Context: an optimization exercise on an open-source flow, tuned for small area, a short achievable clock period and few clock cycles per item. The choices shown serve that exercise and are no tape-out recipe. Where RTL was checked, it was by simulation tests only, not by an equivalence proof against the original. The clock input has no modelled driver; a real chip could not lean on it and would need a root buffer or a full tree. Power figures rest on the tool's default switching activity, not on a simulated workload.

Setup of build 29:
==> flow/design.v (excerpt) <==
module function_calculator(
    input clk_i,
    input rst_i,
    input [15:0] sw_i,
    input start_i,
    output busy_o,
    output reg [15:0] y_calc
 );
==> flow/config.mk <==
export PLATFORM = sky130hd
export DESIGN_NAME = function_calculator
export DESIGN_NICKNAME = function_calculator
export VERILOG_FILES = /design/flow/design.v
export SDC_FILE = /design/flow/constraint.sdc
export NUM_CORES = 4
export LEC_CHECK = 0
export CAP_MARGIN = 20
export CORE_MARGIN = 2
export CORE_UTILIZATION = 40
export SLEW_MARGIN = 20
==> flow/constraint.sdc <==
create_clock -name core_clock -period 5.0 [get_ports {clk_i}]
set_input_delay 1.0000 -clock core_clock [delete_from_list [all_inputs] [get_ports {clk_i}]]
set_output_delay 1.0000 -clock core_clock [all_outputs]
set_load 0.01 [all_outputs]
run.sh (not shown) runs the stock make flow with config.mk's settings and CLKGATE_MAP_FILE= SYNTH_SCRIPT=/design/flow/synth_recipe.tcl, a recipe that flattens the netlist after the stock synthesis.
Edits applied to the flow inputs when going from build 29 to build 2:
Settings: an added BUFFER_PORTS_ARGS of -buffer_cell sky130_fd_sc_hd__buf_1.
==> flow/flow/run.sh (new file) <==
#!/bin/bash
# Standard layout, with the port buffers inserted as buf_1 cells instead of
# the resizer's default choice (clkdlybuf4s50_1, larger and slower).
set -euo pipefail
echo 'export BUFFER_PORTS_ARGS = -buffer_cell sky130_fd_sc_hd__buf_1' >> config.mk
bash standard.sh > standard.log 2>&1
==> flow/standard.sh (new file) <==
#!/bin/bash
# synth_recipe.tcl (not shown) runs the flow's synth.tcl, then flattens the netlist and writes it again
# the make line also repeats each setting of config.mk as NAME=value (left out here)
make -C /OpenROAD-flow-scripts/flow DESIGN_CONFIG=/design/flow/config.mk WORK_HOME=/design/flow/orfs CLKGATE_MAP_FILE= SYNTH_SCRIPT=/design/flow/synth_recipe.tcl "${@:-finish}"
removed: flow/run.sh
[summary]
Relative to build 29, the final cell area reported for build 2 is lower.
Relative to build 29, the share of power burned in the clock network of build 2 is higher by 1.2 points.
Compared with build 29, in build 2 total power consumption of the routed design now sits lower; wire length up about 0.7%; count of clock buffers in the final design now sits at about the same level.
Inputs modified between build 2 and build 68:
Settings: ABC_AREA now 1, previously not set; BUFFER_PORTS_ARGS no longer set, was -buffer_cell sky130_fd_sc_hd__buf_1.
==> flow/run.sh (new file) <==
#!/bin/bash
# synth_recipe.tcl (not shown) runs the flow's synth.tcl, then flattens the netlist and writes it again
# the make line also repeats each setting of config.mk as NAME=value (left out here)
make -C /OpenROAD-flow-scripts/flow DESIGN_CONFIG=/design/flow/config.mk WORK_HOME=/design/flow/orfs CLKGATE_MAP_FILE= SYNTH_SCRIPT=/design/flow/synth_recipe.tcl finish
removed: flow/flow/run.sh
removed: flow/standard.sh
## What came out
Build 68 ended up with a lower sequential power share than build 2 did.
Lower switching part of the total was reported by build 68, not build 2.
Build 68 ended with more layout multi-input combinational cell count than build 2.
Build 68 did not stop at any stage, and its layout met the timing, DRC and antenna checks.
The first-pass GRT wire length in build 68 is 1.11 times that in build 2.
Changes observed in build 68 relative to build 2: placeable core region now sits higher; routed wire length moved up; post-layout worst setup margin now sits lower; shortest clock period the worst path allows after layout picked up an extra 0.11 ns.
From build 2 to build 68 the numbers moved as follows: share of the clock period used by the worst path saw an increase; max-capacitance violation count saw little to no change.
Inputs modified between build 68 and build 24:
Settings: BUFFER_PORTS_ARGS now -buffer_cell sky130_fd_sc_hd__buf_1, previously not set.
==> flow/flow/run.sh (new file) <==
#!/bin/bash
# Standard layout, with the port buffers inserted as buf_1 cells instead of
# the resizer's default choice (clkdlybuf4s50_1, larger and slower).
set -euo pipefail
echo 'export BUFFER_PORTS_ARGS = -buffer_cell sky130_fd_sc_hd__buf_1' >> config.mk
bash standard.sh > standard.log 2>&1
==> flow/standard.sh (new file) <==
#!/bin/bash
# synth_recipe.tcl (not shown) runs the flow's synth.tcl, then flattens the netlist and writes it again
# the make line also repeats each setting of config.mk as NAME=value (left out here)
make -C /OpenROAD-flow-scripts/flow DESIGN_CONFIG=/design/flow/config.mk WORK_HOME=/design/flow/orfs CLKGATE_MAP_FILE= SYNTH_SCRIPT=/design/flow/synth_recipe.tcl "${@:-finish}"
removed: flow/run.sh
Notes after the runs:
Build 24 finished end to end and its layout was clean on timing, DRC and antenna. All-layer global routing usage: build 68 vs build 24, no meaningful difference. Build 24 ended with less total buffers and inverters traversed by the critical path than build 68. Compared with build 68, in build 24 count of clock-buffer cells in the layout lower; share of the clock period used by the worst path lower; fraction of area in multi-input gates higher; sequential share of layout area higher. After detailed routing, build 68 needs more wire than build 24. On adder and majority cell fraction of the synthesized area, build 24 tracks build 68 almost exactly. Total length of routed met2 wires delta (build 24 -> build 68): insignificant. Build 24: growth of design area from synthesis to finish 12 points below build 68.
No run of this note included a check of the RTL's function; only the layout flow was run.

========
Another version of the RTL of function_calculator (not shown whole).
For scale: about 16 flip-flops, about 36 I/O pins, about 1800 µm² of cells after synthesis.
==> flow/design.v (excerpt) <==
module function_calculator(
    input clk_i,
    input rst_i,
    input [15:0] sw_i,
    input start_i,
    output busy_o,
    output reg [15:0] y_calc
 );
Settings: LEC_CHECK=0, ABC_AREA=1, CAP_MARGIN=20, CORE_MARGIN=2, CORE_UTILIZATION=55, SLEW_MARGIN=20, SYNTH_HIERARCHICAL=1, SYNTH_MINIMUM_KEEP_SIZE=0, BUFFER_PORTS_ARGS=-buffer_cell sky130_fd_sc_hd__buf_1, CTS_ARGS=-buf_list sky130_fd_sc_hd__clkbuf_4 -root_buf sky130_fd_sc_hd__clkbuf_8 -dont_use_dummy_load -repair_clock_nets, POST_CTS_TCL=/design/flow/flow/post_cts.tcl; clock period 5.0 ns.
standard.sh (not shown) runs the stock make flow with config.mk's settings and CLKGATE_MAP_FILE= SYNTH_SCRIPT=/design/flow/synth_recipe.tcl, a recipe that flattens the netlist after the stock synthesis.
==> flow/flow/run.sh <==
#!/bin/bash
# Standard layout with two changes:
#  - port buffers are buf_1 cells (the resizer's default pick is clkdlybuf4s50_1,
#    larger and slower);
#  - after CTS, the clock tree's leaf buffers are removed so one root clock
#    buffer drives every flip-flop (the design has only a few registers).
set -euo pipefail
here=$(pwd)
echo 'export BUFFER_PORTS_ARGS = -buffer_cell sky130_fd_sc_hd__buf_1' >> config.mk
echo 'export CTS_ARGS = -buf_list sky130_fd_sc_hd__clkbuf_4 -root_buf sky130_fd_sc_hd__clkbuf_8 -dont_use_dummy_load -repair_clock_nets' >> config.mk
echo "export POST_CTS_TCL = $here/flow/post_cts.tcl" >> config.mk
bash standard.sh > standard.log 2>&1
==> flow/flow/post_cts.tcl <==
# Collapse the clock tree to a single buffer: every sink of a leaf clock
# buffer is moved onto the root buffer's output net, then the leaf buffers
# are deleted.
set block [ord::get_db_block]
set clk_port_net [$block findNet clk_i]
set root ""
foreach it [$clk_port_net getITerms] {
  set inst [$it getInst]
  if {[string match "*clkbuf*" [[$inst getMaster] getName]]} { set root $inst }
}
if {$root ne ""} {
  set rootnet [[$root findITerm X] getNet]
  set leaves {}
  foreach it [$rootnet getITerms] {
    set inst [$it getInst]
    if {$inst ne $root && [string match "*clkbuf*" [[$inst getMaster] getName]]} {
      lappend leaves $inst
    }
  }
  foreach leaf $leaves {
    set out [[$leaf findITerm X] getNet]
    set sinks {}
    foreach it [$out getITerms] {
      if {[$it getInst] ne $leaf} { lappend sinks $it }
    }
    foreach it $sinks {
      $it disconnect
      $it connect $rootnet
    }
    [$leaf findITerm A] disconnect
    [$leaf findITerm X] disconnect
    odb::dbInst_destroy $leaf
    odb::dbNet_destroy $out
  }
  puts "post_cts: moved sinks of [llength $leaves] leaf buffers onto [$root getName]"
}
estimate_parasitics -placement
report_clock_skew
report_checks -path_delay max -format end
Next try:
Settings changed: CORE_UTILIZATION 55 to 40.
Power grows by about 0.7%.
Worst setup slack is better by 14 ps.
Wire length grows by about 3%.
Synthesized area does not change.
Cell area grows by about 0.5%.
Next try:
Settings changed: ABC_AREA 1 to 0, CORE_UTILIZATION 40 to 50.
The changed run finished clean.
Wire length fell by a little under a tenth.
Sequential power is about the same.
Clock skew stays the same.
No run of this note included a check of the RTL's function; only the layout flow was run.

========
Another version of the RTL of function_calculator (not shown whole).
Size: ~170 cells after synthesis, ~36 I/O pins.
// function_calculator
module function_calculator(
    input clk_i,
    input rst_i,
    input [15:0] sw_i,
    input start_i,
    output busy_o,
    output [15:0] y_calc
 );
export LEC_CHECK = 0
export ABC_AREA = 0
export CAP_MARGIN = 20
export CORE_MARGIN = 2
export CORE_UTILIZATION = 40
export SLEW_MARGIN = 20
export SYNTH_HIERARCHICAL = 1
export SYNTH_MINIMUM_KEEP_SIZE = 0
export BUFFER_PORTS_ARGS = -buffer_cell sky130_fd_sc_hd__buf_1
export CTS_ARGS = -buf_list sky130_fd_sc_hd__clkbuf_4 -root_buf sky130_fd_sc_hd__clkbuf_8 -dont_use_dummy_load -repair_clock_nets
export POST_CTS_TCL = /design/flow/flow/post_cts.tcl
create_clock -name core_clock -period 5.0 [get_ports {clk_i}]
Scripts as last shown in full above: flow/flow/run.sh, flow/flow/post_cts.tcl
Testbench counts at the start, summed over its fixed seeds: cycles 1,280, items 1,280.
Rerun with:
ABC_AREA = 1   (was 0)
CORE_UTILIZATION = 70   (was 40)
Final area grows by 1.4%.
Core utilization grows by 30 points.
Synthesized cell count grows by 34%.
Critical path depth grows by 2.
Wire length grows by 3.9%.
Sequential share of layout area shrinks by 0.19 points.
Total power grows by 13%.
Worst hold slack loses 0.028 ns.
Via count grows by 16%.
Sequential power barely changes.
Worst setup slack gains 0.28 ns.
Rerun with:
==> flow/flow/run.sh (replaced) <==
#!/bin/bash
# Standard layout, with the port buffers inserted as buf_1 cells instead of
# the resizer's default choice (clkdlybuf4s50_1, larger and slower), and a
# smaller clock tree (no sink clustering, no dummy loads).
set -euo pipefail
echo 'export BUFFER_PORTS_ARGS = -buffer_cell sky130_fd_sc_hd__buf_1' >> config.mk
echo 'export CTS_ARGS = -buf_list sky130_fd_sc_hd__clkbuf_4 -root_buf sky130_fd_sc_hd__clkbuf_4 -dont_use_dummy_load -repair_clock_nets' >> config.mk
bash standard.sh > standard.log 2>&1
CORE_UTILIZATION = 40   (was 70)
CTS_ARGS = -buf_list sky130_fd_sc_hd__clkbuf_4 -root_buf sky130_fd_sc_hd__clkbuf_4 -dont_use_dummy_load -repair_clock_nets   (was -buf_list sky130_fd_sc_hd__clkbuf_4 -root_buf sky130_fd_sc_hd__clkbuf_8 -dont_use_dummy_load -repair_clock_nets)
POST_CTS_TCL = unset   (was /design/flow/flow/post_cts.tcl)
removed: flow/flow/post_cts.tcl
- The changed run ran to the end with no violations
- worst setup slack improved by 0.032 ns
- global-route usage shrinks by 11 points
- synthesized area stays the same
- sequential cell count is unchanged
- synthesized cell count stays the same
- die area grows by well over a third
- non-clock buffer count is unchanged
- hold slack improved by 0.0040 ns
- maximum frequency grows slightly
Rerun with:
==> flow/flow/run.sh (replaced) <==
#!/bin/bash
# Standard layout with two changes:
#  - port buffers are buf_1 cells (the resizer's default pick is clkdlybuf4s50_1,
#    larger and slower);
#  - after CTS, the clock tree's leaf buffers are removed so one root clock
#    buffer drives every flip-flop (the design has only a few registers).
set -euo pipefail
here=$(pwd)
echo 'export BUFFER_PORTS_ARGS = -buffer_cell sky130_fd_sc_hd__buf_1' >> config.mk
echo 'export CTS_ARGS = -buf_list sky130_fd_sc_hd__clkbuf_4 -root_buf sky130_fd_sc_hd__clkbuf_8 -dont_use_dummy_load -repair_clock_nets' >> config.mk
echo "export POST_CTS_TCL = $here/flow/post_cts.tcl" >> config.mk
bash standard.sh > standard.log 2>&1
==> flow/flow/post_cts.tcl (new file) <==
# Collapse the clock tree to a single buffer: every sink of a leaf clock
# buffer is moved onto the root buffer's output net, then the leaf buffers
# are deleted.
set block [ord::get_db_block]
set clk_port_net [$block findNet clk_i]
set root ""
foreach it [$clk_port_net getITerms] {
  set inst [$it getInst]
  if {[string match "*clkbuf*" [[$inst getMaster] getName]]} { set root $inst }
}
if {$root ne ""} {
  set rootnet [[$root findITerm X] getNet]
  set leaves {}
  foreach it [$rootnet getITerms] {
    set inst [$it getInst]
    if {$inst ne $root && [string match "*clkbuf*" [[$inst getMaster] getName]]} {
      lappend leaves $inst
    }
  }
  foreach leaf $leaves {
    set out [[$leaf findITerm X] getNet]
    set sinks {}
    foreach it [$out getITerms] {
      if {[$it getInst] ne $leaf} { lappend sinks $it }
    }
    foreach it $sinks {
      $it disconnect
      $it connect $rootnet
    }
    [$leaf findITerm A] disconnect
    [$leaf findITerm X] disconnect
    odb::dbInst_destroy $leaf
    odb::dbNet_destroy $out
  }
  puts "post_cts: moved sinks of [llength $leaves] leaf buffers onto [$root getName]"
}
estimate_parasitics -placement
report_clock_skew
report_checks -path_delay max -format end
CORE_UTILIZATION = 55   (was 40)
CTS_ARGS = -buf_list sky130_fd_sc_hd__clkbuf_4 -root_buf sky130_fd_sc_hd__clkbuf_8 -dont_use_dummy_load -repair_clock_nets   (was -buf_list sky130_fd_sc_hd__clkbuf_4 -root_buf sky130_fd_sc_hd__clkbuf_4 -dont_use_dummy_load -repair_clock_nets)
POST_CTS_TCL = /design/flow/flow/post_cts.tcl   (was unset)
=>
- The changed run passed the timing, DRC and antenna checks
- final area came out lower by about 1.8%
- worst setup slack is better by 0.085 ns
- synthesized cell count does not change
- critical path depth does not change
- routed wire length increases by 1.2%
- global-route usage grows by 5.6 points
- fmax rises by 2.1%
- via count is higher by 1.9%
- die area drops by 26%
- final cell count drops by 6.5%

-- what the ideal ports hide --
No port has a modelled driver above. Below, the same layouts with a new extraction and two added sets of constraints. Step 1 assumes that a clkbuf_16 drives the clock port and a buf_2 every other input. Step 2, shift: input delay + t, output delay - t, t = (earliest + latest rising clock arrival at the registers) / 2. This alone moves slack from input paths to output paths. Slacks: ideal ports / drivers / drivers and shift; pairs: ideal ports / drivers.
run | t (ns) | setup WS [ns] | worst setup path after step 2
build 29 | 0.266 | 0.784 / 0.786 / 0.520 | input to register
build 2 | 0.268 | 1.110 / 1.111 / 0.844 | input to register
build 68 | 0.269 | 1.002 / 1.007 / 0.738 | input to register
build 24 | 0.272 | 1.234 / 1.230 / 0.958 | input to register
the first run of note 2 | 0.178 | 1.397 / 1.397 / 1.219 | input to register
the second run of note 2 | 0.184 | 1.411 / 1.414 / 1.230 | input to register
the third run of note 2 | 0.166 | 1.001 / 0.996 / 0.830 | input to register
the first run of note 3 | 0.153 | 0.492 / 0.471 / 0.625 | register to output
the second run of note 3 | 0.151 | 0.768 / 0.750 / 0.901 | register to output
the third run of note 3 | 0.280 | 0.800 / 0.781 / 1.062 | register to output
the fourth run of note 3 | 0.158 | 0.885 / 0.864 / 1.022 | register to output
After both steps setup and hold are still met in every run listed. The setup slack of build 24, which loses most, moves by -0.004 ns with the drivers and by -0.276 ns with both steps.
